This is an optimization exercise on Yosys and OpenROAD, whose aim is small area, a short achievable clock period and few clock cycles per item, not a production implementation.
RTL that was checked went through simulation tests only; none was proved equivalent to the original.
No functional check of the RTL was part of run 1.
Power and IR drop assume default switching activity.

[design.v]
module  CONV(
	input				clk,
	input				rst_n,
	input 				mode,
	input       		in_valid,
	output reg			out_valid,
	output 		[13:0] 	AWADDR,
	output		 [7:0] 	AWLEN,
	output 				AWVALID,
	input 				AWREADY,
	output reg  [31:0]	WDATA,
	output 				WVALID,
	input 				WREADY,
	output 		[13:0] 	ARADDR,
	output 		 [7:0] 	ARLEN,
	output 				ARVALID,
	input 				ARREADY,
	input		[31:0] 	RDATA,
	input 				RVALID,
	output reg			RREADY
);
reg			mode_r;
wire [5:0]	dd = mode_r ? 6'd2 : 6'd1;
reg			ar_on;
reg  [5:0]	ar_y, ar_c;
reg  [1:0]	ar_e;		 
reg  [13:0]	ar_a;
wire		ar_v0n = (ar_y == 6'd0) || (mode_r && ar_y == 6'd1);
wire		ar_v2  = !((ar_y == 6'd63) || (mode_r && ar_y == 6'd62));
wire		ar_v3  = ar_y[0] && ar_c[0];
wire [5:0]	ar_y1 = ar_y + 6'd1;
wire		ar_nv0n = (ar_y1 == 6'd0) || (mode_r && ar_y1 == 6'd1);
wire		ar_newcol = (ar_e == 2'd3) || (ar_e == 2'd2 && !ar_v3) || (ar_e == 2'd1 && !ar_v2 && !ar_v3);
reg  [5:0]	an_y, an_c;
reg  [1:0]	an_e;
reg			an_on;
always @(*) begin
	an_y = ar_y; an_c = ar_c; an_e = ar_e; an_on = ar_on;
	if (ar_newcol) begin
		if (ar_c == 6'd63) begin
			an_c = 6'd0;
			if (ar_y == 6'd63) an_on = 1'b0;
			else begin an_y = ar_y1; an_e = ar_nv0n ? 2'd1 : 2'd0; end
		end else begin
			an_c = ar_c + 6'd1;
			an_e = ar_v0n ? 2'd1 : 2'd0;
		end
	end else if (ar_e == 2'd0) an_e = 2'd1;
	else if (ar_e == 2'd1 && ar_v2) an_e = 2'd2;
	else an_e = 2'd3;
end
wire [5:0]	an_row = (an_e == 2'd0) ? an_y - dd : (an_e == 2'd2) ? an_y + dd : an_y;
wire [13:0]	an_a = (an_e == 2'd3) ? {4'b1000, an_y[5:1], an_c[5:1]} : {2'b00, an_row, an_c};
assign ARADDR = ar_a;
assign ARLEN = 8'd0;
assign ARVALID = ar_on;
always @(posedge clk or negedge rst_n) begin
	if (!rst_n) begin
		ar_on <= 1'b0; ar_y <= 6'd0; ar_c <= 6'd0; ar_e <= 2'd1; ar_a <= 14'd0;
	end else if (in_valid) begin
		ar_on <= 1'b1; ar_y <= 6'd0; ar_c <= 6'd0; ar_e <= 2'd1; ar_a <= 14'd0;
	end else if (ar_on && ARREADY) begin
		ar_on <= an_on; ar_y <= an_y; ar_c <= an_c; ar_e <= an_e; ar_a <= an_a;
	end
end
reg			rs_on;
reg  [5:0]	rs_y, rs_c;
reg  [1:0]	rs_e;
wire		rs_v0n = (rs_y == 6'd0) || (mode_r && rs_y == 6'd1);
wire		rs_v2  = !((rs_y == 6'd63) || (mode_r && rs_y == 6'd62));
wire		rs_v3  = rs_y[0] && rs_c[0];
wire [5:0]	rs_y1 = rs_y + 6'd1;
wire		rs_nv0n = (rs_y1 == 6'd0) || (mode_r && rs_y1 == 6'd1);
wire		rs_newcol = (rs_e == 2'd3) || (rs_e == 2'd2 && !rs_v3) || (rs_e == 2'd1 && !rs_v2 && !rs_v3);
wire		rs_colend = (rs_e == 2'd2) || (rs_e == 2'd1 && !rs_v2);
reg  [5:0]	rn_y, rn_c;
reg  [1:0]	rn_e;
reg			rn_on;
always @(*) begin
	rn_y = rs_y; rn_c = rs_c; rn_e = rs_e; rn_on = rs_on;
	if (rs_newcol) begin
		if (rs_c == 6'd63) begin
			rn_c = 6'd0;
			if (rs_y == 6'd63) rn_on = 1'b0;
			else begin rn_y = rs_y1; rn_e = rs_nv0n ? 2'd1 : 2'd0; end
		end else begin
			rn_c = rs_c + 6'd1;
			rn_e = rs_v0n ? 2'd1 : 2'd0;
		end
	end else if (rs_e == 2'd0) rn_e = 2'd1;
	else if (rs_e == 2'd1 && rs_v2) rn_e = 2'd2;
	else rn_e = 2'd3;
end
reg			c5f;		 
reg			f3, f4;		 
reg  [11:0]	p_n;		 
wire		p_oddeven = p_n[6] && !p_n[0];
reg  [1:0]	tmpf;		 
reg  [31:0]	tmp0, tmp1;
wire		p_tf = p_n[1] ? tmpf[1] : tmpf[0];
wire [31:0]	p_tmp = p_n[1] ? tmp1 : tmp0;
reg  [287:0] win;		 
wire		r_acc = RVALID && RREADY;
wire		r_pix = r_acc && (rs_e != 2'd3);
always @(posedge clk or negedge rst_n) begin
	if (!rst_n) begin
		rs_on <= 1'b0; rs_y <= 6'd0; rs_c <= 6'd0; rs_e <= 2'd1;
	end else if (in_valid) begin
		rs_on <= 1'b1; rs_y <= 6'd0; rs_c <= 6'd0; rs_e <= 2'd1;
	end else if (r_acc) begin
		rs_on <= rn_on; rs_y <= rn_y; rs_c <= rn_c; rs_e <= rn_e;
	end
end
always @(posedge clk) begin
	if (r_acc && rs_e == 2'd3 && !rs_c[1]) tmp0 <= RDATA;
	if (r_acc && rs_e == 2'd3 && rs_c[1]) tmp1 <= RDATA;
end
reg  [1:0]	pc;			 
reg  [1:0]	ph;			 
reg			act;		 
reg  [1:0]	j;			 
reg  [11:0]	e_n;		 
reg  [1:0]	rmask, cmask;	 
reg			v0, v1;
reg  [1:0]	j0, j1;
reg			f1, l1;		 
reg  [3:0]	n1;			 
reg  [35:0]	dgr;
reg  [26-1:0] ts, tc;
reg  [36:0]	acc;
reg			rv;			 
reg			wv, pm, wm, fin;
wire		can_push_r = !pm && !wv && !(p_oddeven && !p_tf);
wire		frz = rv && v1 && f1 && !can_push_r;
wire [1:0]	pc_need = mode_r ? 2'd2 : 2'd1;
wire		pc_done = (pc == pc_need);
wire		col_rdy = mode_r ? c5f : f3;
wire		q_empty = !c5f && (mode_r || (!f3 && !f4));
wire		phantom = !rs_on && q_empty && (ph != pc_need) && pc_done;
wire		shift = !frz && (col_rdy || phantom) && (!act || j == 2'd0);
wire		start_out = shift && pc_done;
wire		mv3 = !mode_r && f4 && (!f3 || shift);
wire		mv4 = !mode_r && c5f && (!f4 || mv3);
wire		en3 = mode_r ? shift : mv3;
wire		en4 = mode_r ? shift : mv4;
wire [11:0]	e_n1 = e_n + 12'd1;
wire		push;
reg			c5f_n;
reg  [1:0]	tmpf_n;
always @(*) begin
	c5f_n = c5f;
	if (en4) c5f_n = 1'b0;
	else if (r_pix && rs_colend) c5f_n = 1'b1;
	tmpf_n = tmpf;
	if (push && p_oddeven) tmpf_n[p_n[1]] = 1'b0;
	if (r_acc && rs_e == 2'd3) tmpf_n[rs_c[1]] = 1'b1;
end
wire		f4_n = mv4 ? 1'b1 : (mv3 ? 1'b0 : f4);
wire		act_n = frz ? act : (act ? ((j == 2'd0) ? start_out : 1'b1) : start_out);
wire [1:0]	j_n = frz ? j : (start_out ? 2'd3 : (act ? j - 2'd1 : j));
wire		rv_n = (!frz && v1 && l1) ? 1'b1 : (push ? 1'b0 : rv);
wire		c5go_n = mode_r ? ((!act_n || j_n == 2'd0) && !rv_n) : !f4_n;
wire		c5free_n = !c5f_n || c5go_n;
wire		rr_n = rn_on && ((rn_e == 2'd3) ? !(rn_c[1] ? tmpf_n[1] : tmpf_n[0]) : c5free_n);
wire		rr_keep = rs_on && ((rs_e == 2'd3) ? !(rs_c[1] ? tmpf_n[1] : tmpf_n[0]) : c5free_n);
always @(posedge clk or negedge rst_n) begin
	if (!rst_n) begin
		c5f <= 1'b0; tmpf <= 2'b00; RREADY <= 1'b0; f3 <= 1'b0; f4 <= 1'b0;
	end else if (in_valid) begin
		c5f <= 1'b0; tmpf <= 2'b00; RREADY <= 1'b0; f3 <= 1'b0; f4 <= 1'b0;
	end else begin
		c5f <= c5f_n; tmpf <= tmpf_n;
		f3 <= mv3 ? 1'b1 : (shift ? 1'b0 : f3);
		f4 <= mv4 ? 1'b1 : (mv3 ? 1'b0 : f4);
		RREADY <= r_acc ? rr_n : rr_keep;
	end
end
always @(posedge clk) begin
	if (shift) win[143:0] <= win[191:48];
	if (en3) win[191:144] <= win[239:192];
	if (en4) win[239:192] <= win[287:240];
	if (r_pix && rs_e == 2'd0) win[255:240] <= RDATA[31:16];
	if (r_pix && rs_e == 2'd1) win[271:256] <= RDATA[31:16];
	if (r_pix && rs_e == 2'd2) win[287:272] <= RDATA[31:16];
end
always @(posedge clk or negedge rst_n) begin
	if (!rst_n) begin
		pc <= 2'd0; ph <= 2'd0; act <= 1'b0; j <= 2'd3; e_n <= 12'hfff;
		rmask <= 2'd0; cmask <= 2'd0; v0 <= 1'b0; v1 <= 1'b0; j0 <= 2'd0; j1 <= 2'd0;
	end else if (in_valid) begin
		pc <= 2'd0; ph <= 2'd0; act <= 1'b0; j <= 2'd3; e_n <= 12'hfff; v0 <= 1'b0; v1 <= 1'b0;
	end else if (!frz) begin
		if (shift && !pc_done) pc <= pc + 2'd1;
		if (shift && phantom) ph <= ph + 2'd1;
		v0 <= act; j0 <= j;
		v1 <= v0; j1 <= j0;
		f1 <= (j0 == 2'd3); l1 <= (j0 == 2'd0);
		n1 <= (j0 == 2'd3) ? 4'd5 : (j0 == 2'd2) ? 4'd5 : (j0 == 2'd1) ? 4'd5 : 4'd0;
		if (act) begin
			j <= j - 2'd1;
			if (j == 2'd0) act <= start_out;
		end else if (start_out) begin
			act <= 1'b1;
		end
		if (start_out) begin
			j <= 2'd3;
			e_n <= e_n1;
			rmask[0] <= (e_n1[11:6] == 6'd0) || (mode_r && e_n1[11:6] == 6'd1);
			rmask[1] <= (e_n1[11:6] == 6'd63) || (mode_r && e_n1[11:6] == 6'd62);
			cmask[0] <= (e_n1[5:0] == 6'd0) || (mode_r && e_n1[5:0] == 6'd1);
			cmask[1] <= (e_n1[5:0] == 6'd63) || (mode_r && e_n1[5:0] == 6'd62);
		end
	end
end
wire [15:0] p0 = win[16*(0*3+0) +: 16];
wire [15:0] p1 = mode_r ? win[16*(2*3+0) +: 16] : win[16*(1*3+0) +: 16];
wire [15:0] p2 = mode_r ? win[16*(4*3+0) +: 16] : win[16*(2*3+0) +: 16];
wire [15:0] p3 = win[16*(0*3+1) +: 16];
wire [15:0] p4 = mode_r ? win[16*(2*3+1) +: 16] : win[16*(1*3+1) +: 16];
wire [15:0] p5 = mode_r ? win[16*(4*3+1) +: 16] : win[16*(2*3+1) +: 16];
wire [15:0] p6 = win[16*(0*3+2) +: 16];
wire [15:0] p7 = mode_r ? win[16*(2*3+2) +: 16] : win[16*(1*3+2) +: 16];
wire [15:0] p8 = mode_r ? win[16*(4*3+2) +: 16] : win[16*(2*3+2) +: 16];
wire m0 = rmask[0] | cmask[0], m1 = rmask[0], m2 = rmask[0] | cmask[1];
wire m3 = cmask[0], m5 = cmask[1];
wire m6 = rmask[1] | cmask[0], m7 = rmask[1], m8 = rmask[1] | cmask[1];
function [3:0] dig;
	input [15:0] p;
	input [1:0] jj;
	input mm;
	begin
		case (jj)
			2'd3: dig = mm ? 4'b1000 : {~p[15], p[14:12]};
			2'd2: dig = mm ? 4'b0000 : p[11:8];
			2'd1: dig = mm ? 4'b0000 : p[7:4];
			default: dig = mm ? 4'b0000 : p[3:0];
		endcase
	end
endfunction
wire [3:0] dn0 = dig(p0, j, m0), dn1 = dig(p1, j, m1), dn2 = dig(p2, j, m2);
wire [3:0] dn3 = dig(p3, j, m3), dn4 = dig(p4, j, 1'b0), dn5 = dig(p5, j, m5);
wire [3:0] dn6 = dig(p6, j, m6), dn7 = dig(p7, j, m7), dn8 = dig(p8, j, m8);
wire s1 = ~dn0[3] ^ dn1[3];
wire c2 = ~dn0[3] & dn1[3];
wire s3 = ~dn0[0] ^ dn1[2];
wire c4 = ~dn0[0] & dn1[2];
wire s5 = ~dn0[2] ^ ~dn0[0];
wire c6 = ~dn0[2] & ~dn0[0];
wire s7 = ~dn0[3] ^ ~dn0[1];
wire c8 = ~dn0[3] & ~dn0[1];
wire s9 = ~dn0[2] ^ ~dn0[0];
wire c10 = ~dn0[2] & ~dn0[0];
wire s11 = ~dn0[3] ^ ~dn0[1] ^ ~dn1[3];
wire c12 = (~dn0[3] & ~dn0[1]) | (~dn0[3] & ~dn1[3]) | (~dn0[1] & ~dn1[3]);
wire s13 = ~dn1[1] ^ ~dn2[3];
wire c14 = ~dn1[1] & ~dn2[3];
wire [13:0] q1_n = {c14, s13, c12, s11, c10, s9, c8, s7, c6, s5, c4, s3, c2, s1};
reg  [14-1:0] q1;
always @(posedge clk) begin
	if (!frz && act) begin
		dgr <= {dn8, dn7, dn6, dn5, dn4, dn3, dn2, dn1, dn0};
		q1 <= q1_n;
	end
end
wire [3:0] dg0 = dgr[3:0], dg1 = dgr[7:4], dg2 = dgr[11:8];
wire [3:0] dg3 = dgr[15:12], dg4 = dgr[19:16], dg5 = dgr[23:20];
wire [3:0] dg6 = dgr[27:24], dg7 = dgr[31:28], dg8 = dgr[35:32];
wire s15 = ~dg0[1] ^ ~dg1[0];
wire c16 = ~dg0[1] & ~dg1[0];
wire s17 = ~dg0[2] ^ dg0[0] ^ ~dg1[1];
wire c18 = (~dg0[2] & dg0[0]) | (~dg0[2] & ~dg1[1]) | (dg0[0] & ~dg1[1]);
wire s19 = ~dg2[0] ^ ~dg3[3];
wire c20 = ~dg2[0] & ~dg3[3];
wire s21 = ~dg0[3] ^ dg0[1] ^ ~dg1[2];
wire c22 = (~dg0[3] & dg0[1]) | (~dg0[3] & ~dg1[2]) | (dg0[1] & ~dg1[2]);
wire s23 = ~dg2[1] ^ dg3[2] ^ dg4[3];
wire c24 = (~dg2[1] & dg3[2]) | (~dg2[1] & dg4[3]) | (dg3[2] & dg4[3]);
wire s25 = dg4[1] ^ dg5[3];
wire c26 = dg4[1] & dg5[3];
wire s27 = dg0[2] ^ ~dg1[3] ^ ~dg1[0];
wire c28 = (dg0[2] & ~dg1[3]) | (dg0[2] & ~dg1[0]) | (~dg1[3] & ~dg1[0]);
wire s29 = ~dg2[2] ^ dg3[3] ^ dg3[0];
wire c30 = (~dg2[2] & dg3[3]) | (~dg2[2] & dg3[0]) | (dg3[3] & dg3[0]);
wire s31 = dg4[2] ^ ~dg5[1] ^ dg6[3];
wire c32 = (dg4[2] & ~dg5[1]) | (dg4[2] & dg6[3]) | (~dg5[1] & dg6[3]);
wire s33 = dg0[3] ^ ~dg1[1] ^ ~dg2[3];
wire c34 = (dg0[3] & ~dg1[1]) | (dg0[3] & ~dg2[3]) | (~dg1[1] & ~dg2[3]);
wire s35 = ~dg2[0] ^ dg3[1] ^ dg4[3];
wire c36 = (~dg2[0] & dg3[1]) | (~dg2[0] & dg4[3]) | (dg3[1] & dg4[3]);
wire s37 = ~dg4[0] ^ ~dg5[2];
wire c38 = ~dg4[0] & ~dg5[2];
wire s39 = ~dg0[0] ^ ~dg1[2] ^ dg1[0];
wire c40 = (~dg0[0] & ~dg1[2]) | (~dg0[0] & dg1[0]) | (~dg1[2] & dg1[0]);
wire s41 = ~dg2[1] ^ dg3[2] ^ dg3[0];
wire c42 = (~dg2[1] & dg3[2]) | (~dg2[1] & dg3[0]) | (dg3[2] & dg3[0]);
wire s43 = ~dg4[1] ^ ~dg5[3] ^ dg5[0];
wire c44 = (~dg4[1] & ~dg5[3]) | (~dg4[1] & dg5[0]) | (~dg5[3] & dg5[0]);
wire s45 = ~dg0[1] ^ ~dg1[3] ^ dg1[1];
wire c46 = (~dg0[1] & ~dg1[3]) | (~dg0[1] & dg1[1]) | (~dg1[3] & dg1[1]);
wire s47 = ~dg2[2] ^ ~dg2[0] ^ dg3[3];
wire c48 = (~dg2[2] & ~dg2[0]) | (~dg2[2] & dg3[3]) | (~dg2[0] & dg3[3]);
wire s49 = dg3[1] ^ ~dg4[2] ^ ~dg4[0];
wire c50 = (dg3[1] & ~dg4[2]) | (dg3[1] & ~dg4[0]) | (~dg4[2] & ~dg4[0]);
wire s51 = dg5[1] ^ dg6[3];
wire c52 = dg5[1] & dg6[3];
wire s53 = ~dg0[2] ^ dg1[2] ^ dg1[0];
wire c54 = (~dg0[2] & dg1[2]) | (~dg0[2] & dg1[0]) | (dg1[2] & dg1[0]);
wire s55 = ~dg2[3] ^ ~dg2[1] ^ dg3[2];
wire c56 = (~dg2[3] & ~dg2[1]) | (~dg2[3] & dg3[2]) | (~dg2[1] & dg3[2]);
wire s57 = dg3[0] ^ ~dg4[3] ^ ~dg4[1];
wire c58 = (dg3[0] & ~dg4[3]) | (dg3[0] & ~dg4[1]) | (~dg4[3] & ~dg4[1]);
wire s59 = dg5[2] ^ dg5[0] ^ dg6[2];
wire c60 = (dg5[2] & dg5[0]) | (dg5[2] & dg6[2]) | (dg5[0] & dg6[2]);
wire s61 = q1[0] ^ dg1[1] ^ ~dg2[2];
wire c62 = (q1[0] & dg1[1]) | (q1[0] & ~dg2[2]) | (dg1[1] & ~dg2[2]);
wire s63 = dg3[3] ^ dg3[1] ^ ~dg4[2];
wire c64 = (dg3[3] & dg3[1]) | (dg3[3] & ~dg4[2]) | (dg3[1] & ~dg4[2]);
wire s65 = dg4[0] ^ dg5[3] ^ dg5[1];
wire c66 = (dg4[0] & dg5[3]) | (dg4[0] & dg5[1]) | (dg5[3] & dg5[1]);
wire s67 = dg6[3] ^ dg6[0] ^ ~dg7[0];
wire c68 = (dg6[3] & dg6[0]) | (dg6[3] & ~dg7[0]) | (dg6[0] & ~dg7[0]);
wire s69 = q1[1] ^ q1[2] ^ dg1[0];
wire c70 = (q1[1] & q1[2]) | (q1[1] & dg1[0]) | (q1[2] & dg1[0]);
wire s71 = ~dg2[3] ^ dg3[2] ^ dg3[0];
wire c72 = (~dg2[3] & dg3[2]) | (~dg2[3] & dg3[0]) | (dg3[2] & dg3[0]);
wire s73 = ~dg4[3] ^ dg4[1] ^ dg5[2];
wire c74 = (~dg4[3] & dg4[1]) | (~dg4[3] & dg5[2]) | (dg4[1] & dg5[2]);
wire s75 = dg6[1] ^ ~dg7[1] ^ ~dg8[3];
wire c76 = (dg6[1] & ~dg7[1]) | (dg6[1] & ~dg8[3]) | (~dg7[1] & ~dg8[3]);
wire s77 = q1[3] ^ ~dg0[1] ^ dg1[3];
wire c78 = (q1[3] & ~dg0[1]) | (q1[3] & dg1[3]) | (~dg0[1] & dg1[3]);
wire s79 = dg1[1] ^ dg3[3] ^ dg3[1];
wire c80 = (dg1[1] & dg3[3]) | (dg1[1] & dg3[1]) | (dg3[3] & dg3[1]);
wire s81 = dg4[2] ^ dg5[3] ^ dg5[0];
wire c82 = (dg4[2] & dg5[3]) | (dg4[2] & dg5[0]) | (dg5[3] & dg5[0]);
wire s83 = dg6[2] ^ ~dg7[2];
wire c84 = dg6[2] & ~dg7[2];
wire s85 = q1[4] ^ dg1[2] ^ ~dg1[0];
wire c86 = (q1[4] & dg1[2]) | (q1[4] & ~dg1[0]) | (dg1[2] & ~dg1[0]);
wire s87 = ~dg2[0] ^ dg3[2] ^ dg4[3];
wire c88 = (~dg2[0] & dg3[2]) | (~dg2[0] & dg4[3]) | (dg3[2] & dg4[3]);
wire s89 = ~dg4[0] ^ dg5[1] ^ dg6[3];
wire c90 = (~dg4[0] & dg5[1]) | (~dg4[0] & dg6[3]) | (dg5[1] & dg6[3]);
wire s91 = dg6[0] ^ ~dg7[3] ^ ~dg8[2];
wire c92 = (dg6[0] & ~dg7[3]) | (dg6[0] & ~dg8[2]) | (~dg7[3] & ~dg8[2]);
wire s93 = q1[5] ^ q1[6] ^ dg1[3];
wire c94 = (q1[5] & q1[6]) | (q1[5] & dg1[3]) | (q1[6] & dg1[3]);
wire s95 = ~dg1[1] ^ ~dg2[1] ^ dg3[3];
wire c96 = (~dg1[1] & ~dg2[1]) | (~dg1[1] & dg3[3]) | (~dg2[1] & dg3[3]);
wire s97 = ~dg3[0] ^ ~dg4[1] ^ dg5[2];
wire c98 = (~dg3[0] & ~dg4[1]) | (~dg3[0] & dg5[2]) | (~dg4[1] & dg5[2]);
wire s99 = dg5[0] ^ dg6[1] ^ ~dg8[3];
wire c100 = (dg5[0] & dg6[1]) | (dg5[0] & ~dg8[3]) | (dg6[1] & ~dg8[3]);
wire s101 = q1[7] ^ q1[8] ^ ~dg1[2];
wire c102 = (q1[7] & q1[8]) | (q1[7] & ~dg1[2]) | (q1[8] & ~dg1[2]);
wire s103 = ~dg1[0] ^ ~dg2[2] ^ ~dg2[0];
wire c104 = (~dg1[0] & ~dg2[2]) | (~dg1[0] & ~dg2[0]) | (~dg2[2] & ~dg2[0]);
wire s105 = ~dg3[1] ^ ~dg4[2] ^ dg5[3];
wire c106 = (~dg3[1] & ~dg4[2]) | (~dg3[1] & dg5[3]) | (~dg4[2] & dg5[3]);
wire s107 = dg5[1] ^ dg6[2] ^ dg6[0];
wire c108 = (dg5[1] & dg6[2]) | (dg5[1] & dg6[0]) | (dg6[2] & dg6[0]);
wire s109 = q1[9] ^ q1[10] ^ q1[12];
wire c110 = (q1[9] & q1[10]) | (q1[9] & q1[12]) | (q1[10] & q1[12]);
wire s111 = ~dg2[1] ^ ~dg3[2] ^ ~dg4[3];
wire c112 = (~dg2[1] & ~dg3[2]) | (~dg2[1] & ~dg4[3]) | (~dg3[2] & ~dg4[3]);
wire s113 = dg4[0] ^ dg5[2] ^ ~dg5[0];
wire c114 = (dg4[0] & dg5[2]) | (dg4[0] & ~dg5[0]) | (dg5[2] & ~dg5[0]);
wire s115 = dg6[3] ^ dg6[1] ^ dg7[0];
wire c116 = (dg6[3] & dg6[1]) | (dg6[3] & dg7[0]) | (dg6[1] & dg7[0]);
wire s117 = q1[11] ^ q1[13] ^ ~dg0[2];
wire c118 = (q1[11] & q1[13]) | (q1[11] & ~dg0[2]) | (q1[13] & ~dg0[2]);
wire s119 = ~dg1[2] ^ ~dg2[2] ^ ~dg3[3];
wire c120 = (~dg1[2] & ~dg2[2]) | (~dg1[2] & ~dg3[3]) | (~dg2[2] & ~dg3[3]);
wire s121 = dg4[1] ^ dg5[3] ^ ~dg5[1];
wire c122 = (dg4[1] & dg5[3]) | (dg4[1] & ~dg5[1]) | (dg5[3] & ~dg5[1]);
wire s123 = ~dg0[3] ^ ~dg1[3];
wire c124 = ~dg0[3] & ~dg1[3];
wire s125 = ~dg0[1] ^ dg1[1] ^ dg2[0];
wire c126 = (~dg0[1] & dg1[1]) | (~dg0[1] & dg2[0]) | (dg1[1] & dg2[0]);
wire s127 = ~dg0[2] ^ dg1[2] ^ dg2[1];
wire c128 = (~dg0[2] & dg1[2]) | (~dg0[2] & dg2[1]) | (dg1[2] & dg2[1]);
wire s129 = ~dg3[0] ^ ~dg5[3] ^ ~dg5[1];
wire c130 = (~dg3[0] & ~dg5[3]) | (~dg3[0] & ~dg5[1]) | (~dg5[3] & ~dg5[1]);
wire s131 = ~dg0[3] ^ ~dg0[0] ^ dg1[3];
wire c132 = (~dg0[3] & ~dg0[0]) | (~dg0[3] & dg1[3]) | (~dg0[0] & dg1[3]);
wire s133 = dg2[2] ^ ~dg3[1] ^ dg4[0];
wire c134 = (dg2[2] & ~dg3[1]) | (dg2[2] & dg4[0]) | (~dg3[1] & dg4[0]);
wire s135 = ~dg5[2] ^ dg5[0];
wire c136 = ~dg5[2] & dg5[0];
wire s137 = s15 ^ dg2[3] ^ ~dg3[2];
wire c138 = (s15 & dg2[3]) | (s15 & ~dg3[2]) | (dg2[3] & ~dg3[2]);
wire s139 = dg3[0] ^ dg4[1] ^ ~dg5[3];
wire c140 = (dg3[0] & dg4[1]) | (dg3[0] & ~dg5[3]) | (dg4[1] & ~dg5[3]);
wire s141 = dg5[1] ^ dg6[0] ^ dg8[3];
wire c142 = (dg5[1] & dg6[0]) | (dg5[1] & dg8[3]) | (dg6[0] & dg8[3]);
wire s143 = c16 ^ s17 ^ s19;
wire c144 = (c16 & s17) | (c16 & s19) | (s17 & s19);
wire s145 = dg3[1] ^ dg4[2] ^ dg4[0];
wire c146 = (dg3[1] & dg4[2]) | (dg3[1] & dg4[0]) | (dg4[2] & dg4[0]);
wire s147 = dg5[2] ^ dg6[1] ^ ~dg7[0];
wire c148 = (dg5[2] & dg6[1]) | (dg5[2] & ~dg7[0]) | (dg6[1] & ~dg7[0]);
wire s149 = c18 ^ c20 ^ s21;
wire c150 = (c18 & c20) | (c18 & s21) | (c20 & s21);
wire s151 = s23 ^ s25 ^ ~dg5[0];
wire c152 = (s23 & s25) | (s23 & ~dg5[0]) | (s25 & ~dg5[0]);
wire s153 = dg6[2] ^ ~dg7[1] ^ dg8[0];
wire c154 = (dg6[2] & ~dg7[1]) | (dg6[2] & dg8[0]) | (~dg7[1] & dg8[0]);
wire s155 = c22 ^ c24 ^ c26;
wire c156 = (c22 & c24) | (c22 & c26) | (c24 & c26);
wire s157 = s27 ^ s29 ^ s31;
wire c158 = (s27 & s29) | (s27 & s31) | (s29 & s31);
wire s159 = dg6[0] ^ ~dg7[2] ^ dg8[1];
wire c160 = (dg6[0] & ~dg7[2]) | (dg6[0] & dg8[1]) | (~dg7[2] & dg8[1]);
wire s161 = c28 ^ c30 ^ c32;
wire c162 = (c28 & c30) | (c28 & c32) | (c30 & c32);
wire s163 = s33 ^ s35 ^ s37;
wire c164 = (s33 & s35) | (s33 & s37) | (s35 & s37);
wire s165 = dg6[1] ^ ~dg7[3] ^ dg8[2];
wire c166 = (dg6[1] & ~dg7[3]) | (dg6[1] & dg8[2]) | (~dg7[3] & dg8[2]);
wire s167 = c34 ^ c36 ^ c38;
wire c168 = (c34 & c36) | (c34 & c38) | (c36 & c38);
wire s169 = s39 ^ s41 ^ s43;
wire c170 = (s39 & s41) | (s39 & s43) | (s41 & s43);
wire s171 = dg6[2] ^ dg6[0] ^ dg8[3];
wire c172 = (dg6[2] & dg6[0]) | (dg6[2] & dg8[3]) | (dg6[0] & dg8[3]);
wire s173 = c40 ^ c42 ^ c44;
wire c174 = (c40 & c42) | (c40 & c44) | (c42 & c44);
wire s175 = s45 ^ s47 ^ s49;
wire c176 = (s45 & s47) | (s45 & s49) | (s47 & s49);
wire s177 = s51 ^ dg6[1] ^ ~dg8[0];
wire c178 = (s51 & dg6[1]) | (s51 & ~dg8[0]) | (dg6[1] & ~dg8[0]);
wire s179 = c46 ^ c48 ^ c50;
wire c180 = (c46 & c48) | (c46 & c50) | (c48 & c50);
wire s181 = c52 ^ s53 ^ s55;
wire c182 = (c52 & s53) | (c52 & s55) | (s53 & s55);
wire s183 = s57 ^ s59 ^ ~dg8[1];
wire c184 = (s57 & s59) | (s57 & ~dg8[1]) | (s59 & ~dg8[1]);
wire s185 = c54 ^ c56 ^ c58;
wire c186 = (c54 & c56) | (c54 & c58) | (c56 & c58);
wire s187 = c60 ^ s61 ^ s63;
wire c188 = (c60 & s61) | (c60 & s63) | (s61 & s63);
wire s189 = s65 ^ s67 ^ ~dg8[2];
wire c190 = (s65 & s67) | (s65 & ~dg8[2]) | (s67 & ~dg8[2]);
wire s191 = c62 ^ c64 ^ c66;
wire c192 = (c62 & c64) | (c62 & c66) | (c64 & c66);
wire s193 = c68 ^ s69 ^ s71;
wire c194 = (c68 & s69) | (c68 & s71) | (s69 & s71);
wire s195 = s73 ^ s75 ^ ~dg8[0];
wire c196 = (s73 & s75) | (s73 & ~dg8[0]) | (s75 & ~dg8[0]);
wire s197 = c70 ^ c72 ^ c74;
wire c198 = (c70 & c72) | (c70 & c74) | (c72 & c74);
wire s199 = c76 ^ s77 ^ s79;
wire c200 = (c76 & s77) | (c76 & s79) | (s77 & s79);
wire s201 = s81 ^ s83 ^ ~dg8[1];
wire c202 = (s81 & s83) | (s81 & ~dg8[1]) | (s83 & ~dg8[1]);
wire s203 = c78 ^ c80 ^ c82;
wire c204 = (c78 & c80) | (c78 & c82) | (c80 & c82);
wire s205 = c84 ^ s85 ^ s87;
wire c206 = (c84 & s85) | (c84 & s87) | (s85 & s87);
wire s207 = s89 ^ s91 ^ ~dg8[0];
wire c208 = (s89 & s91) | (s89 & ~dg8[0]) | (s91 & ~dg8[0]);
wire s209 = c86 ^ c88 ^ c90;
wire c210 = (c86 & c88) | (c86 & c90) | (c88 & c90);
wire s211 = c92 ^ s93 ^ s95;
wire c212 = (c92 & s93) | (c92 & s95) | (s93 & s95);
wire s213 = s97 ^ s99 ^ ~dg8[1];
wire c214 = (s97 & s99) | (s97 & ~dg8[1]) | (s99 & ~dg8[1]);
wire s215 = c94 ^ c96 ^ c98;
wire c216 = (c94 & c96) | (c94 & c98) | (c96 & c98);
wire s217 = c100 ^ s101 ^ s103;
wire c218 = (c100 & s101) | (c100 & s103) | (s101 & s103);
wire s219 = s105 ^ s107 ^ ~dg8[2];
wire c220 = (s105 & s107) | (s105 & ~dg8[2]) | (s107 & ~dg8[2]);
wire s221 = c102 ^ c104 ^ c106;
wire c222 = (c102 & c104) | (c102 & c106) | (c104 & c106);
wire s223 = c108 ^ s109 ^ s111;
wire c224 = (c108 & s109) | (c108 & s111) | (s109 & s111);
wire s225 = s113 ^ s115 ^ ~dg8[3];
wire c226 = (s113 & s115) | (s113 & ~dg8[3]) | (s115 & ~dg8[3]);
wire s227 = c110 ^ c112 ^ c114;
wire c228 = (c110 & c112) | (c110 & c114) | (c112 & c114);
wire s229 = c116 ^ s117 ^ s119;
wire c230 = (c116 & s117) | (c116 & s119) | (s117 & s119);
wire s231 = s121 ^ dg6[2] ^ dg7[1];
wire c232 = (s121 & dg6[2]) | (s121 & dg7[1]) | (dg6[2] & dg7[1]);
wire s233 = c118 ^ c120 ^ c122;
wire c234 = (c118 & c120) | (c118 & c122) | (c120 & c122);
wire s235 = s123 ^ ~dg2[3] ^ dg4[2];
wire c236 = (s123 & ~dg2[3]) | (s123 & dg4[2]) | (~dg2[3] & dg4[2]);
wire s237 = ~dg5[2] ^ dg6[3] ^ dg7[2];
wire c238 = (~dg5[2] & dg6[3]) | (~dg5[2] & dg7[2]) | (dg6[3] & dg7[2]);
wire s239 = c124 ^ dg4[3];
wire c240 = c124 & dg4[3];
wire s241 = ~dg0[0] ^ dg1[0];
wire c242 = ~dg0[0] & dg1[0];
wire s243 = s125 ^ ~dg5[2] ^ ~dg5[0];
wire c244 = (s125 & ~dg5[2]) | (s125 & ~dg5[0]) | (~dg5[2] & ~dg5[0]);
wire s245 = ~dg6[2] ^ dg8[2];
wire c246 = ~dg6[2] & dg8[2];
wire s247 = c126 ^ s127 ^ s129;
wire c248 = (c126 & s127) | (c126 & s129) | (s127 & s129);
wire s249 = ~dg6[3] ^ dg8[3] ^ dg8[1];
wire c250 = (~dg6[3] & dg8[3]) | (~dg6[3] & dg8[1]) | (dg8[3] & dg8[1]);
wire s251 = c128 ^ c130 ^ s131;
wire c252 = (c128 & c130) | (c128 & s131) | (c130 & s131);
wire s253 = s133 ^ s135 ^ dg8[2];
wire c254 = (s133 & s135) | (s133 & dg8[2]) | (s135 & dg8[2]);
wire s255 = c132 ^ c134 ^ c136;
wire c256 = (c132 & c134) | (c132 & c136) | (c134 & c136);
wire s257 = s137 ^ s139 ^ s141;
wire c258 = (s137 & s139) | (s137 & s141) | (s139 & s141);
wire s259 = c138 ^ c140 ^ c142;
wire c260 = (c138 & c140) | (c138 & c142) | (c140 & c142);
wire s261 = s143 ^ s145 ^ s147;
wire c262 = (s143 & s145) | (s143 & s147) | (s145 & s147);
wire s263 = c144 ^ c146 ^ c148;
wire c264 = (c144 & c146) | (c144 & c148) | (c146 & c148);
wire s265 = s149 ^ s151 ^ s153;
wire c266 = (s149 & s151) | (s149 & s153) | (s151 & s153);
wire s267 = c150 ^ c152 ^ c154;
wire c268 = (c150 & c152) | (c150 & c154) | (c152 & c154);
wire s269 = s155 ^ s157 ^ s159;
wire c270 = (s155 & s157) | (s155 & s159) | (s157 & s159);
wire s271 = c156 ^ c158 ^ c160;
wire c272 = (c156 & c158) | (c156 & c160) | (c158 & c160);
wire s273 = s161 ^ s163 ^ s165;
wire c274 = (s161 & s163) | (s161 & s165) | (s163 & s165);
wire s275 = c162 ^ c164 ^ c166;
wire c276 = (c162 & c164) | (c162 & c166) | (c164 & c166);
wire s277 = s167 ^ s169 ^ s171;
wire c278 = (s167 & s169) | (s167 & s171) | (s169 & s171);
wire s279 = c168 ^ c170 ^ c172;
wire c280 = (c168 & c170) | (c168 & c172) | (c170 & c172);
wire s281 = s173 ^ s175 ^ s177;
wire c282 = (s173 & s175) | (s173 & s177) | (s175 & s177);
wire s283 = c174 ^ c176 ^ c178;
wire c284 = (c174 & c176) | (c174 & c178) | (c176 & c178);
wire s285 = s179 ^ s181 ^ s183;
wire c286 = (s179 & s181) | (s179 & s183) | (s181 & s183);
wire s287 = c180 ^ c182 ^ c184;
wire c288 = (c180 & c182) | (c180 & c184) | (c182 & c184);
wire s289 = s185 ^ s187 ^ s189;
wire c290 = (s185 & s187) | (s185 & s189) | (s187 & s189);
wire s291 = c186 ^ c188 ^ c190;
wire c292 = (c186 & c188) | (c186 & c190) | (c188 & c190);
wire s293 = s191 ^ s193 ^ s195;
wire c294 = (s191 & s193) | (s191 & s195) | (s193 & s195);
wire s295 = c192 ^ c194 ^ c196;
wire c296 = (c192 & c194) | (c192 & c196) | (c194 & c196);
wire s297 = s197 ^ s199 ^ s201;
wire c298 = (s197 & s199) | (s197 & s201) | (s199 & s201);
wire s299 = c198 ^ c200 ^ c202;
wire c300 = (c198 & c200) | (c198 & c202) | (c200 & c202);
wire s301 = s203 ^ s205 ^ s207;
wire c302 = (s203 & s205) | (s203 & s207) | (s205 & s207);
wire s303 = c204 ^ c206 ^ c208;
wire c304 = (c204 & c206) | (c204 & c208) | (c206 & c208);
wire s305 = s209 ^ s211 ^ s213;
wire c306 = (s209 & s211) | (s209 & s213) | (s211 & s213);
wire s307 = c210 ^ c212 ^ c214;
wire c308 = (c210 & c212) | (c210 & c214) | (c212 & c214);
wire s309 = s215 ^ s217 ^ s219;
wire c310 = (s215 & s217) | (s215 & s219) | (s217 & s219);
wire s311 = c216 ^ c218 ^ c220;
wire c312 = (c216 & c218) | (c216 & c220) | (c218 & c220);
wire s313 = s221 ^ s223 ^ s225;
wire c314 = (s221 & s223) | (s221 & s225) | (s223 & s225);
wire s315 = c222 ^ c224 ^ c226;
wire c316 = (c222 & c224) | (c222 & c226) | (c224 & c226);
wire s317 = s227 ^ s229 ^ s231;
wire c318 = (s227 & s229) | (s227 & s231) | (s229 & s231);
wire s319 = c228 ^ c230 ^ c232;
wire c320 = (c228 & c230) | (c228 & c232) | (c230 & c232);
wire s321 = s233 ^ s235 ^ s237;
wire c322 = (s233 & s235) | (s233 & s237) | (s235 & s237);
wire s323 = c234 ^ c236 ^ c238;
wire c324 = (c234 & c236) | (c234 & c238) | (c236 & c238);
wire s325 = s239 ^ ~dg5[3] ^ dg7[3];
wire c326 = (s239 & ~dg5[3]) | (s239 & dg7[3]) | (~dg5[3] & dg7[3]);
wire s327 = s241 ^ ~dg5[1];
wire c328 = s241 & ~dg5[1];
wire s329 = c242 ^ s243 ^ s245;
wire c330 = (c242 & s243) | (c242 & s245) | (s243 & s245);
wire s331 = c244 ^ c246 ^ s247;
wire c332 = (c244 & c246) | (c244 & s247) | (c246 & s247);
wire s333 = c248 ^ c250 ^ s251;
wire c334 = (c248 & c250) | (c248 & s251) | (c250 & s251);
wire s335 = c252 ^ c254 ^ s255;
wire c336 = (c252 & c254) | (c252 & s255) | (c254 & s255);
wire s337 = c256 ^ c258 ^ s259;
wire c338 = (c256 & c258) | (c256 & s259) | (c258 & s259);
wire s339 = c260 ^ c262 ^ s263;
wire c340 = (c260 & c262) | (c260 & s263) | (c262 & s263);
wire s341 = c264 ^ c266 ^ s267;
wire c342 = (c264 & c266) | (c264 & s267) | (c266 & s267);
wire s343 = c268 ^ c270 ^ s271;
wire c344 = (c268 & c270) | (c268 & s271) | (c270 & s271);
wire s345 = c272 ^ c274 ^ s275;
wire c346 = (c272 & c274) | (c272 & s275) | (c274 & s275);
wire s347 = c276 ^ c278 ^ s279;
wire c348 = (c276 & c278) | (c276 & s279) | (c278 & s279);
wire s349 = c280 ^ c282 ^ s283;
wire c350 = (c280 & c282) | (c280 & s283) | (c282 & s283);
wire s351 = c284 ^ c286 ^ s287;
wire c352 = (c284 & c286) | (c284 & s287) | (c286 & s287);
wire s353 = c288 ^ c290 ^ s291;
wire c354 = (c288 & c290) | (c288 & s291) | (c290 & s291);
wire s355 = c292 ^ c294 ^ s295;
wire c356 = (c292 & c294) | (c292 & s295) | (c294 & s295);
wire s357 = c296 ^ c298 ^ s299;
wire c358 = (c296 & c298) | (c296 & s299) | (c298 & s299);
wire s359 = c300 ^ c302 ^ s303;
wire c360 = (c300 & c302) | (c300 & s303) | (c302 & s303);
wire s361 = c304 ^ c306 ^ s307;
wire c362 = (c304 & c306) | (c304 & s307) | (c306 & s307);
wire s363 = c308 ^ c310 ^ s311;
wire c364 = (c308 & c310) | (c308 & s311) | (c310 & s311);
wire s365 = c312 ^ c314 ^ s315;
wire c366 = (c312 & c314) | (c312 & s315) | (c314 & s315);
wire s367 = c316 ^ c318 ^ s319;
wire c368 = (c316 & c318) | (c316 & s319) | (c318 & s319);
wire s369 = c320 ^ c322 ^ s323;
wire c370 = (c320 & c322) | (c320 & s323) | (c322 & s323);
wire s371 = c324 ^ c326;
wire c372 = c324 & c326;
wire s373 = ~dg5[0] ^ ~dg6[0];
wire c374 = ~dg5[0] & ~dg6[0];
wire s375 = s327 ^ ~dg6[1] ^ dg8[1];
wire c376 = (s327 & ~dg6[1]) | (s327 & dg8[1]) | (~dg6[1] & dg8[1]);
wire s377 = c328 ^ s329 ^ dg8[0];
wire c378 = (c328 & s329) | (c328 & dg8[0]) | (s329 & dg8[0]);
wire s379 = c330 ^ s331 ^ s249;
wire c380 = (c330 & s331) | (c330 & s249) | (s331 & s249);
wire s381 = c332 ^ s333 ^ s253;
wire c382 = (c332 & s333) | (c332 & s253) | (s333 & s253);
wire s383 = c334 ^ s335 ^ s257;
wire c384 = (c334 & s335) | (c334 & s257) | (s335 & s257);
wire s385 = c336 ^ s337 ^ s261;
wire c386 = (c336 & s337) | (c336 & s261) | (s337 & s261);
wire s387 = c338 ^ s339 ^ s265;
wire c388 = (c338 & s339) | (c338 & s265) | (s339 & s265);
wire s389 = c340 ^ s341 ^ s269;
wire c390 = (c340 & s341) | (c340 & s269) | (s341 & s269);
wire s391 = c342 ^ s343 ^ s273;
wire c392 = (c342 & s343) | (c342 & s273) | (s343 & s273);
wire s393 = c344 ^ s345 ^ s277;
wire c394 = (c344 & s345) | (c344 & s277) | (s345 & s277);
wire s395 = c346 ^ s347 ^ s281;
wire c396 = (c346 & s347) | (c346 & s281) | (s347 & s281);
wire s397 = c348 ^ s349 ^ s285;
wire c398 = (c348 & s349) | (c348 & s285) | (s349 & s285);
wire s399 = c350 ^ s351 ^ s289;
wire c400 = (c350 & s351) | (c350 & s289) | (s351 & s289);
wire s401 = c352 ^ s353 ^ s293;
wire c402 = (c352 & s353) | (c352 & s293) | (s353 & s293);
wire s403 = c354 ^ s355 ^ s297;
wire c404 = (c354 & s355) | (c354 & s297) | (s355 & s297);
wire s405 = c356 ^ s357 ^ s301;
wire c406 = (c356 & s357) | (c356 & s301) | (s357 & s301);
wire s407 = c358 ^ s359 ^ s305;
wire c408 = (c358 & s359) | (c358 & s305) | (s359 & s305);
wire s409 = c360 ^ s361 ^ s309;
wire c410 = (c360 & s361) | (c360 & s309) | (s361 & s309);
wire s411 = c362 ^ s363 ^ s313;
wire c412 = (c362 & s363) | (c362 & s313) | (s363 & s313);
wire s413 = c364 ^ s365 ^ s317;
wire c414 = (c364 & s365) | (c364 & s317) | (s365 & s317);
wire s415 = c366 ^ s367 ^ s321;
wire c416 = (c366 & s367) | (c366 & s321) | (s367 & s321);
wire s417 = c368 ^ s369 ^ s325;
wire c418 = (c368 & s369) | (c368 & s325) | (s369 & s325);
wire s419 = c370 ^ s371 ^ c240;
wire c420 = (c370 & s371) | (c370 & c240) | (s371 & c240);
wire [25:0] tree_s = {1'b0, c420, c418, c416, c414, c412, c410, c408, c406, c404, c402, c400, c398, c396, c394, c392, c390, c388, c386, c384, c382, c380, c378, c376, c374, s373};
wire [25:0] tree_c = {1'b0, c372, s419, s417, s415, s413, s411, s409, s407, s405, s403, s401, s399, s397, s395, s393, s391, s389, s387, s385, s383, s381, s379, s377, s375, dg8[0]};
always @(posedge clk) begin
	if (!frz && v0) begin ts <= tree_s; tc <= tree_c; end
end
wire [36:0]	acc_base = {f1 ? 33'd384326 : acc[32:0], n1};
always @(posedge clk) begin
	if (!frz && v1) acc <= acc_base + {{(37-26){1'b0}}, ts} + {{(37-26){1'b0}}, tc};
end
reg  [31:0]	mx;
wire [31:0]	relu = acc[36] ? 32'd0 : acc[31:0];
wire		can_push = !pm && (!wv || WREADY) && !(p_oddeven && !p_tf);
assign		push = rv && can_push;
wire [31:0]	other = p_n[0] ? mx : p_tmp;
wire		o_gt = acc[36] || (other > acc[31:0]);
wire [31:0]	cmpv = o_gt ? other : acc[31:0];
wire [31:0]	mx_new = (p_n[0] || p_n[6]) ? cmpv : relu;
always @(posedge clk or negedge rst_n) begin
	if (!rst_n) rv <= 1'b0;
	else if (in_valid) rv <= 1'b0;
	else if (!frz && v1 && l1) rv <= 1'b1;
	else if (push) rv <= 1'b0;
end
always @(posedge clk) begin
	if (push) begin
		WDATA <= relu;
		mx <= mx_new;
	end else if (wv && WREADY && pm) WDATA <= mx;
end
always @(posedge clk or negedge rst_n) begin
	if (!rst_n) begin
		wv <= 1'b0; pm <= 1'b0; wm <= 1'b0; fin <= 1'b0; p_n <= 12'd0; out_valid <= 1'b0;
	end else begin
		out_valid <= wv && WREADY && wm && fin;
		if (in_valid) begin
			wv <= 1'b0; pm <= 1'b0; wm <= 1'b0; fin <= 1'b0; p_n <= 12'd0;
		end else if (push) begin
			wv <= 1'b1; wm <= 1'b0; pm <= p_n[0]; p_n <= p_n + 12'd1;
			if (p_n == 12'd4095) fin <= 1'b1;
		end else if (wv && WREADY) begin
			if (pm) begin pm <= 1'b0; wm <= 1'b1; end
			else wv <= 1'b0;
		end
	end
end
assign WVALID = wv;
reg			aw_on, aw_l1;
reg  [11:0]	aw_n;
reg  [13:0]	aw_a;
assign AWVALID = aw_on;
assign AWLEN = 8'd0;
assign AWADDR = aw_a;
wire [11:0]	aw_n1 = aw_n + 12'd1;
always @(posedge clk or negedge rst_n) begin
	if (!rst_n) begin
		aw_on <= 1'b0; aw_l1 <= 1'b0; aw_n <= 12'd0; aw_a <= 14'd0;
	end else if (in_valid) begin
		aw_on <= 1'b1; aw_l1 <= 1'b0; aw_n <= 12'd0; aw_a <= 14'h1000;
	end else if (aw_on && AWREADY) begin
		if (!aw_l1 && aw_n[0]) begin
			aw_l1 <= 1'b1;
			aw_a <= {4'b1000, aw_n[11:7], aw_n[5:1]};
		end else begin
			aw_l1 <= 1'b0;
			aw_n <= aw_n1;
			aw_a <= {2'b01, aw_n1};
			if (aw_n == 12'd4095) aw_on <= 1'b0;
		end
	end
end
always @(posedge clk or negedge rst_n) begin
	if (!rst_n) mode_r <= 1'b0;
	else if (in_valid) mode_r <= mode;
end
endmodule
[run.sh]
#!/bin/bash
# synth_recipe.tcl (not shown) runs the flow's synth.tcl, then flattens the netlist and writes it again
# the make line also repeats each setting of config.mk as NAME=value (left out here)
make -C /OpenROAD-flow-scripts/flow DESIGN_CONFIG=/design/flow/config.mk WORK_HOME=/design/flow/orfs CLKGATE_MAP_FILE= SYNTH_SCRIPT=/design/flow/synth_recipe.tcl finish
[config.mk]
export PLATFORM = sky130hd
export DESIGN_NAME = CONV
export DESIGN_NICKNAME = CONV
export VERILOG_FILES = /design/flow/design.v
export SDC_FILE = /design/flow/constraint.sdc
export NUM_CORES = 4
export LEC_CHECK = 0
export CAP_MARGIN = 20
export CORE_MARGIN = 2
export CORE_UTILIZATION = 40
export SETUP_SLACK_MARGIN = 4.3
export SLEW_MARGIN = 20
[constraint.sdc]
create_clock -name core_clock -period 8.0 [get_ports {clk}]
set_input_delay 1.6000 -clock core_clock [delete_from_list [all_inputs] [get_ports {clk}]]
set_output_delay 1.6000 -clock core_clock [all_outputs]
set_load 0.01 [all_outputs]
==> summary.md, run 1 <==
| Metric | Value |
|---|---|
| Status | `no timing/DRC/antenna violations` |
| TritonCTS Sinks | `673` |
| Power density cells | `213.8 nW/um2` |
| Max stage delay on crit path | `0.57 ns` |
| Critical path endpoint category | `register` |
| Flop-to-flop setup slack | `4.26 ns` |
| Xor/xnor share of the synthesized area | `2.044%` |
| CP Depth | `10` |
| Port Buffer Count | `103` |
| Worst Hold Margin | `0.4082 ns` |
| Finish-stage setup viols | `0` |
| IO Pins | `121` |
| Worst setup path class | `register to register` |
| Leakage power | `15.95 nW` |
| TNS Setup | `0 ns` |
| Post-Synth Adder-Cell Area | `16.02%` |
| Most frequent cells in the layout | `edfxtp_1, inv_1, fa_1, nand2_1, nor2_1` |
| Net count, final | `3320` |
| Yosys synthesis warning count | `1` |
| Mux contribution to synthesized area | `2.923%` |
| Wire length per cell | `20.31 um` |
| Clock Latency Late Sink | `0.64 ns` |
| N_diodes | `0` |
| Mapped Cells | `2808` |
| Total grt overflow | `0` |
| Syn avg cell area | `12.67 um2` |
| Peak VDD IR | `0.1877 mV` |
| Drt total wl | `84.91 mm` |
| Routability Congestion | `0.9022` |
| Slack of the critical path | `4.261 ns` |
| Critical Path Fanout Max | `4` |
| Simple-Gate Fraction of Synth Area | `8.600%` |
| Detailed placer's ending HPWL | `58.93 mm` |
| Count of unique library cells instantiated by Yosys | `103` |
| EDFF count, synth | `551` |
| Critical Path AT | `4.11 ns` |
| Initial Util | `40.31%` |
| Mapped cell area | `35570 um2` |
| Global-route wire length before repair | `130.3 mm` |
| Final Hold Vio Count | `0` |
| Area growth syn-to-layout | `16.06%` |
| Tmin final | `3.739 ns` |
| Die H | `302.2 um` |
| Synth async-reset ratio | `18.13%` |
| Cells on worst reg2reg path | `10` |
| Clk_skew | `0.04487 ns` |
| Max Slew Vio Count | `0` |
| HP Class | `register to register` |
| DP Worst Slack | `3.492 ns` |
| Critical path cell sequence | `fa_1 > fa_2 > a211oi_2 > o211ai_1 > a22oi_2 > a21oi_2 > a21bo_4 > a2111oi_4 > nor4_2 > mux2_1` |
| Die width | `302.2 um` |
| Clock-pin slew on the worst setup and hold paths | `0.06 ns` |
| RSZ-0062 raised after global routing | `yes` |
| Worst path bufs/invs | `0` |
| CP delay by family, top | `compound AO/OA/AOI/OAI gates` |
| Most common cell after layout, fill and taps aside | `edfxtp_1` |
| CTS Buf Count | `76` |
| Total power | `8.828 mW` |
| Initial antenna violation count | `0` |
| Final period util | `46.73%` |
| TritonRoute pass-1 iters | `6` |
| Via-per-instance ratio | `5.222` |
| Sequential cell area | `19630 um2` |
| Measured slew at the worst slew-check pin | `0.9212 ns` |
| Largest net degree at the start of global routing | `79` |
| Core area | `88240 um2` |
| Fillers | `7862` |
| Predominant post-synthesis flop cell | `edfxtp_1` |
| Die area | `91330 um2` |
| Number of remaining DRC errors | `0` |
| Number of global-route vias before repair | `22320` |
| Area of the multi-input gates | `14300 um2` |
| Synth Area in Compound Gates | `9.345%` |
| CTS tree | `yes` |
| Rel. slew slack | `38.58%` |
| Critical Path RT | `8.37 ns` |
| Final antenna-violating net count | `0` |
| Flops & latches, synth | `673` |
| MaxCap Viol Count | `0` |
| Clock tree buffer depth | `3` |
| Layout cell share with drive strength beyond 1 | `12.24%` |
| Vias | `21830` |
| Max Fclk | `267.5 MHz` |
| CTS root buf | `clkbuf_16` |
| Row count | `109` |
| Initial DRC count | `1666` |
| H-tree depth | `3` |
| Worst hold path depth | `0` |
| CP max stage cell | `fa_1` |
| Global-route usage over all layers | `18.52%` |
| Register area share after synthesis | `55.15%` |
| Largest family of logic cells by synthesized area | `adder cells` |
| Crit start category | `register` |
metal layers:
layer  global-route usage (%)  up-vias  share of wire (%)
met5                        0        -                  0
met4                    6.318        0                2.9
met3                    3.239      128                4.8
met2                    30.24      521                 48
met1                    25.09    11080                 44
li1                         -    10100                  -
registers in the layout, summed over array words and instances, names as in the netlist, 25 cells and up:
register / cells
acc: 34
WDATA: 32
tc: 25
tmp0: 32
ts: 25
dgr: 36
mx: 32
win: 288
tmp1: 32
final cells by class:
class,instances,share of cell area [%]
Inverter,389,3.588
Clock buffer,94,4.894
Clock inverter,44,1.288
Multi-Input combinational cell,1619,34.65
Timing Repair Buffer,196,4.506
Sequential cell,673,47.55
Tap cell,1165,3.531
synth_stat cells (all sizes together), types with 8 or more instances:
library cell | number | area share [%]
a21o | 22 | 0.46
mux2i | 51 | 1.4
o211ai | 13 | 0.29
inv | 389 | 4.1
ha | 109 | 3.8
mux2 | 27 | 0.85
nand3b | 8 | 0.17
nor4 | 11 | 0.23
edfxtp | 551 | 47
dfrtp | 106 | 7.5
nor2 | 202 | 2.2
o21a | 8 | 0.17
nand2 | 202 | 2.2
nand4 | 25 | 0.44
or3 | 9 | 0.17
a222oi | 27 | 0.76
and2 | 14 | 0.25
o21ai | 86 | 1.2
fa | 216 | 12
nand3 | 39 | 0.58
dfstp | 16 | 1.2
a22oi | 20 | 0.44
a21oi | 105 | 1.5
mux4 | 10 | 0.63
a32o | 31 | 0.87
and3 | 18 | 0.33
nor3 | 43 | 0.60
a221oi | 8 | 0.25
nand2b | 22 | 0.42
xor2 | 47 | 1.2
a211oi | 38 | 0.82
o31ai | 40 | 0.90
clkbuf | 94 | 0.99
nor2b | 23 | 0.40
buf | 49 | 0.81
xnor2 | 36 | 0.89
worst register-to-register path: stages (launching register included):
cell	delay [ns]
edfxtp_1	0.54
fa_1	0.57
fa_2	0.42
a211oi_2	0.26
o211ai_1	0.15
a22oi_2	0.27
a21oi_2	0.12
a21bo_4	0.26
a2111oi_4	0.51
nor4_2	0.08
mux2_1	0.32
stage by stage:
step	cells	cell area (um2)	util (%)
final	4180	41290	46.79
after global routing	4180	41290	46.79
after CTS	4143	40630	46.05
after detailed placement	3981	37800	42.84
after global placement	3981	37800	42.84
after floorplan	2824	35680	-
worst paths after layout:
kind	startpoint	to
setup / recovery	n1[0]$_SDFFCE_PP1P_	acc[31]$_DFFE_PP_
hold / removal	win[277]$_DFFE_PP_	win[229]$_DFFE_PP_
setup reg to reg	n1[0]$_SDFFCE_PP1P_	acc[31]$_DFFE_PP_
hold reg to reg	win[277]$_DFFE_PP_	win[229]$_DFFE_PP_
max in group asynchronous	rst_n	p_n[1]$_DFFE_PN0N_
min in group asynchronous	rst_n	ar_y[2]$_DFFE_PN0N_
logic make-up after synthesis:
| family | after synthesis |
|---|---|
| adders and majority gates | 326 |
| AOI/OAI and AO/OA | 462 |
| xor gates and xnor gates | 83 |
| muxes | 88 |
| DFF | 673 |
| and+or+nand+nor | 643 |
| other | 1 |
| buffers and inverters | 532 |
power by group:
| group | switching (mW) | internal, mW | leakage (nW) |
|---|---|---|---|
| registers | 0.0938 | 4.03 | 6.64 |
| logic | 0.687 | 0.450 | 8.08 |
| clock network | 1.46 | 2.10 | 1.23 |
timing repair:
item | in CTS | in global routing
pin swaps | 3 | 22
endpoints found under the setup margin | 220 | 116
gates cloned | 0 | 2
gates resized for setup | 22 | 70
hold buffers | 0 | 0
buffers inserted | 24 | 35
==> inputs of run 2 (changes only) <==
--- a/design.v
+++ b/design.v
@@ -28,5 +28,5 @@
 wire		ar_v0n = (ar_y == 6'd0) || (mode_r && ar_y == 6'd1);
 wire		ar_v2  = !((ar_y == 6'd63) || (mode_r && ar_y == 6'd62));
-wire		ar_v3  = ar_y[0] && ar_c[0];
+wire		ar_v3  = ar_y[0] && ((!ar_c[0] && ar_c != 6'd0) || ar_c == 6'd63);
 wire [5:0]	ar_y1 = ar_y + 6'd1;
 wire		ar_nv0n = (ar_y1 == 6'd0) || (mode_r && ar_y1 == 6'd1);
@@ -51,5 +51,5 @@
 end
 wire [5:0]	an_row = (an_e == 2'd0) ? an_y - dd : (an_e == 2'd2) ? an_y + dd : an_y;
-wire [13:0]	an_a = (an_e == 2'd3) ? {4'b1000, an_y[5:1], an_c[5:1]} : {2'b00, an_row, an_c};
+wire [13:0]	an_a = (an_e == 2'd3) ? {4'b1000, an_y[5:1], an_c[0] ? 5'd31 : an_c[5:1] - 5'd1} : {2'b00, an_row, an_c};
 assign ARADDR = ar_a;
 assign ARLEN = 8'd0;
@@ -69,5 +69,5 @@
 wire		rs_v0n = (rs_y == 6'd0) || (mode_r && rs_y == 6'd1);
 wire		rs_v2  = !((rs_y == 6'd63) || (mode_r && rs_y == 6'd62));
-wire		rs_v3  = rs_y[0] && rs_c[0];
+wire		rs_v3  = rs_y[0] && ((!rs_c[0] && rs_c != 6'd0) || rs_c == 6'd63);
 wire [5:0]	rs_y1 = rs_y + 6'd1;
 wire		rs_nv0n = (rs_y1 == 6'd0) || (mode_r && rs_y1 == 6'd1);
@@ -96,8 +96,8 @@
 reg  [11:0]	p_n;		 
 wire		p_oddeven = p_n[6] && !p_n[0];
-reg  [1:0]	tmpf;		 
-reg  [31:0]	tmp0, tmp1;
-wire		p_tf = p_n[1] ? tmpf[1] : tmpf[0];
-wire [31:0]	p_tmp = p_n[1] ? tmp1 : tmp0;
+reg			tmpf;		 
+reg  [31:0]	tmp;
+wire		p_tf = tmpf;
+wire [31:0]	p_tmp = tmp;
 reg  [287:0] win;		 
 wire		r_acc = RVALID && RREADY;
@@ -113,6 +113,5 @@
 end
 always @(posedge clk) begin
-	if (r_acc && rs_e == 2'd3 && !rs_c[1]) tmp0 <= RDATA;
-	if (r_acc && rs_e == 2'd3 && rs_c[1]) tmp1 <= RDATA;
+	if (r_acc && rs_e == 2'd3) tmp <= RDATA;
 end
 reg  [1:0]	pc;			 
@@ -131,6 +130,6 @@
 reg			rv;			 
 reg			wv, pm, wm, fin;
-wire		can_push_r = !pm && !wv && !(p_oddeven && !p_tf);
-wire		frz = rv && v1 && f1 && !can_push_r;
+wire		can_push = !pm && (!wv || WREADY) && !(p_oddeven && !p_tf);
+wire		frz = rv && v1 && f1 && !can_push;
 wire [1:0]	pc_need = mode_r ? 2'd2 : 2'd1;
 wire		pc_done = (pc == pc_need);
@@ -147,5 +146,5 @@
 wire		push;
 reg			c5f_n;
-reg  [1:0]	tmpf_n;
+reg			tmpf_n;
 always @(*) begin
 	c5f_n = c5f;
@@ -153,6 +152,6 @@
 	else if (r_pix && rs_colend) c5f_n = 1'b1;
 	tmpf_n = tmpf;
-	if (push && p_oddeven) tmpf_n[p_n[1]] = 1'b0;
-	if (r_acc && rs_e == 2'd3) tmpf_n[rs_c[1]] = 1'b1;
+	if (push && p_oddeven) tmpf_n = 1'b0;
+	if (r_acc && rs_e == 2'd3) tmpf_n = 1'b1;
 end
 wire		f4_n = mv4 ? 1'b1 : (mv3 ? 1'b0 : f4);
@@ -162,11 +161,11 @@
 wire		c5go_n = mode_r ? ((!act_n || j_n == 2'd0) && !rv_n) : !f4_n;
 wire		c5free_n = !c5f_n || c5go_n;
-wire		rr_n = rn_on && ((rn_e == 2'd3) ? !(rn_c[1] ? tmpf_n[1] : tmpf_n[0]) : c5free_n);
-wire		rr_keep = rs_on && ((rs_e == 2'd3) ? !(rs_c[1] ? tmpf_n[1] : tmpf_n[0]) : c5free_n);
+wire		rr_n = rn_on && ((rn_e == 2'd3) ? !tmpf_n : c5free_n);
+wire		rr_keep = rs_on && ((rs_e == 2'd3) ? !tmpf_n : c5free_n);
 always @(posedge clk or negedge rst_n) begin
 	if (!rst_n) begin
-		c5f <= 1'b0; tmpf <= 2'b00; RREADY <= 1'b0; f3 <= 1'b0; f4 <= 1'b0;
+		c5f <= 1'b0; tmpf <= 1'b0; RREADY <= 1'b0; f3 <= 1'b0; f4 <= 1'b0;
 	end else if (in_valid) begin
-		c5f <= 1'b0; tmpf <= 2'b00; RREADY <= 1'b0; f3 <= 1'b0; f4 <= 1'b0;
+		c5f <= 1'b0; tmpf <= 1'b0; RREADY <= 1'b0; f3 <= 1'b0; f4 <= 1'b0;
 	end else begin
 		c5f <= c5f_n; tmpf <= tmpf_n;
@@ -683,5 +682,4 @@
 reg  [31:0]	mx;
 wire [31:0]	relu = acc[36] ? 32'd0 : acc[31:0];
-wire		can_push = !pm && (!wv || WREADY) && !(p_oddeven && !p_tf);
 assign		push = rv && can_push;
 wire [31:0]	other = p_n[0] ? mx : p_tmp;
--- a/config.mk
+++ b/config.mk
@@ -6,7 +6,9 @@
 export NUM_CORES = 4
 export LEC_CHECK = 0
+export ABC_AREA = 1
 export CAP_MARGIN = 20
 export CORE_MARGIN = 2
 export CORE_UTILIZATION = 40
-export SETUP_SLACK_MARGIN = 4.3
+export CTS_BUF_LIST = sky130_fd_sc_hd__clkbuf_4
+export SETUP_SLACK_MARGIN = 4.6
 export SLEW_MARGIN = 20
==> run 2 against run 1 <==
Effect of this change: setup slack better by 0.22 ns; combinational power decreased by 65%; clock power is 17% lower; sequential cell count down 33.
==> summary.md, run 2 <==
| Metric | Value |
|---|---|
| CTS tree | `yes` |
| Largest register FFs | `288` |
| Sequential share of power | `51.9%` |
| Power density cells | `175.0 nW/um2` |
| Worst setup path class | `register to register` |
| TritonCTS Sinks | `640` |
| EDFF count, synth | `519` |
| Core area | `84880 um2` |
| Critical Path Fanout Max | `6` |
| Switching Fraction | `23.39%` |
| RSZ-0062 raised after global routing | `yes` |
| Wire length per cell | `17.84 um` |
| Synth area leaders | `edfxtp_1, fa_1, dfrtp_1, nand2_1, inv_1` |
| Most common cell after layout, fill and taps aside | `nand2_1` |
| Peak VDD IR | `0.09986 mV` |
| Row count | `107` |
| TritonRoute pass-1 iters | `5` |
| Global-route usage over all layers | `19.44%` |
| TNS Setup | `0 ns` |
| Die area | `87700 um2` |
| Initial Util | `40.22%` |
| Met1 Use GR | `25.71%` |
| HP Class | `register to register` |
| Initial antenna violation count | `3` |
| H-tree depth | `4` |
| MaxCap Viol Count | `0` |
| Most frequent cells in the layout | `nand2_1, edfxtp_1, inv_1, clkbuf_4, nor2_1` |
| CTS root buf | `clkbuf_4` |
| Finish-stage setup viols | `0` |
| Final antenna-violating net count | `0` |
| Max Slew Vio Count | `0` |
| CP delay by family, top | `adder cells` |
| Tmin final | `3.515 ns` |
| Max Fclk | `284.5 MHz` |
| Flops & latches, synth | `640` |
| Global-route wire length before repair | `130.4 mm` |
| Critical path endpoint category | `register` |
| Rel. slew slack | `30.04%` |
| Area growth syn-to-layout | `17.48%` |
| Clock share of power | `42.4%` |
| Routability Congestion | `0.9104` |
| CTS Buf Count | `169` |
| Area leader, netlist | `edfxtp_1` |
| Via-per-instance ratio | `4.911` |
| Port Buffer Count | `103` |
| Yosys top cell area share | `45.65%` |
| Vias | `23400` |
| Mapped cell area | `34140 um2` |
| Measured slew at the worst slew-check pin | `1.047 ns` |
| Largest registers | `win: 288 flops, dgr: 36 flops, acc: 34 flops` |
| Critical path cell sequence | `clkinvlp_4 > buf_6 > fa_1 > inv_2 > fa_2 > inv_2 > fa_2 > fa_1 > inv_1 > fa_2` |
| Synth async-reset ratio | `18.91%` |
| Count of unique library cells instantiated by Yosys | `53` |
| Count leader, synth | `nand2_1` |
| Area post-placement | `36490 um2` |
| Final Hold Vio Count | `0` |
| P_sw | `1.642 mW` |
| Total grt overflow | `0` |
| Biggest register | `win` |
| Max stage delay on crit path | `0.53 ns` |
| Predominant post-synthesis flop cell | `edfxtp_1` |
| Grt peak-use layer | `met2` |
| Number of global-route vias before repair | `23640` |
| Drt total wl | `84.99 mm` |
| Fillers | `7966` |
| IO Pins | `121` |
| GR Util met2 | `32.02%` |
| Combinational group share of total power | `5.7%` |
| Die H | `296.2 um` |
| Util after Layout | `47.25%` |
| Critical Path RT | `8.70 ns` |
| Net count, final | `3852` |
| Number of remaining DRC errors | `0` |
| Post-synth top cells | `nand2_1, inv_1, edfxtp_1` |
| Most frequent CP cell | `fa_2` |
| Met3 Use GR | `3.777%` |
| Syn avg cell area | `10.74 um2` |
| Mapped Cells | `3180` |
| CP max stage cell | `fa_1` |
| Yosys synthesis warning count | `1` |
| Detailed placer's ending HPWL | `58.63 mm` |
| Worst path bufs/invs | `5` |
| Clock tree buffer depth | `3` |
| Leakage power | `16.86 nW` |
| Crit start category | `register` |
| Clk_skew | `0.07144 ns` |
| Clock-pin slew on the worst setup and hold paths | `0.06 ns` |
| Register area share after synthesis | `54.58%` |
| Status | `no timing/DRC/antenna violations` |
| Clock Latency Late Sink | `1.01 ns` |
| Initial DRC count | `1732` |
| Layout cell share with drive strength beyond 1 | `16.07%` |
| Final Cell Area | `40110 um2` |
| Critical Path AT | `4.21 ns` |
| Total internal power | `5.377 mW` |
| Largest net degree at the start of global routing | `75` |
| Final period util | `43.94%` |
| Die width | `296.2 um` |
==> run 2: cell families after synthesis <==
family | count (synthesis) | synth area share (%)
adder cells (fa/ha/maj) | 328 | 16.77
flip-flops | 640 | 54.58
AND/OR/NAND/NOR | 1048 | 12.49
AO/OA/AOI/OAI | 459 | 7.513
buffers and inverters | 657 | 7.436
other | 1 | 0.01098
XOR/XNOR | 47 | 1.206
==> run 2: through the flow <==
step	worst slack [ns]	power, mW	hold slack [ns]	instances
after detailed placement	3.178	4.105	0.4045	4371
after global placement	3.230	4.104	0.4002	4371
after global routing	4.405	7.346	0.3859	4763
after floorplan	2.668	3.953	0.4003	3196
final	4.485	7.019	0.3815	4764
after CTS	4.419	7.110	0.3615	4724
==> run 2: path summary, 6_finish.rpt <==
path	startpoint	end	slack [ns]	cells past startpoint
max	dgr[22]$_DFFE_PP_	tc[13]$_DFFE_PP_	4.48	10
min	win[248]$_DFFE_PP_	win[200]$_DFFE_PP_	0.38	0
max reg2reg	dgr[22]$_DFFE_PP_	tc[13]$_DFFE_PP_	4.48	10
min reg2reg	win[248]$_DFFE_PP_	win[200]$_DFFE_PP_	0.38	0
max in group asynchronous	rst_n	mode_r$_DFFE_PN0P_	6.20	2
min in group asynchronous	rst_n	ar_c[3]$_DFFE_PN0N_	0.58	1
==> run 2: routing by layer <==
layer | routed length, um | vias to the layer above
li1 | - | 11160
met1 | 37000 | 11460
met2 | 41660 | 657
met3 | 4435 | 123
met4 | 1884 | 2
met5 | 13 | -
==> run 2: cell type report <==
class	instances	area [um2]	share of cell area, %
Timing Repair Buffer	204	2016	5.026
Timing Repair inverter	5	31.28	0.07799
Clock buffer	256	1922	4.792
Multi-Input combinational cell	1902	13540	33.76
Sequential cell	640	18640	46.47
Clock inverter	47	355.3	0.8859
Inverter	562	2167	5.403
Antenna cell	4	10.01	0.02496
Tap cell	1144	1431	3.569
==> run 2: power by group through the flow <==
stage	logic [mW]	registers, mW	clock network (mW)
global route	0.454	3.65	3.25
CTS	0.392	3.64	3.07
detailed placement	0.392	3.71	0
finish	0.402	3.64	2.97
floorplan	0.245	3.71	0
global placement	0.391	3.71	0
==> run 2: timing repair <==
action,CTS,global route
pin swaps,52,47
gates resized for setup,192,98
gates cloned,1,12
hold buffers,0,0
endpoints found under the setup margin,351,349
buffers inserted,49,24
Testbench counts of run 2, summed over its fixed seeds: cycles 224,425, images 12.

Re-timed with assumed drivers on the ports (clkbuf_16 on the clock, buf_2 on other inputs), run 2 has 4.485 ns of setup slack against 4.485 ns with ideal ports, and 3.545 ns once port delays also move by the mid clock arrival of 1.033 ns.
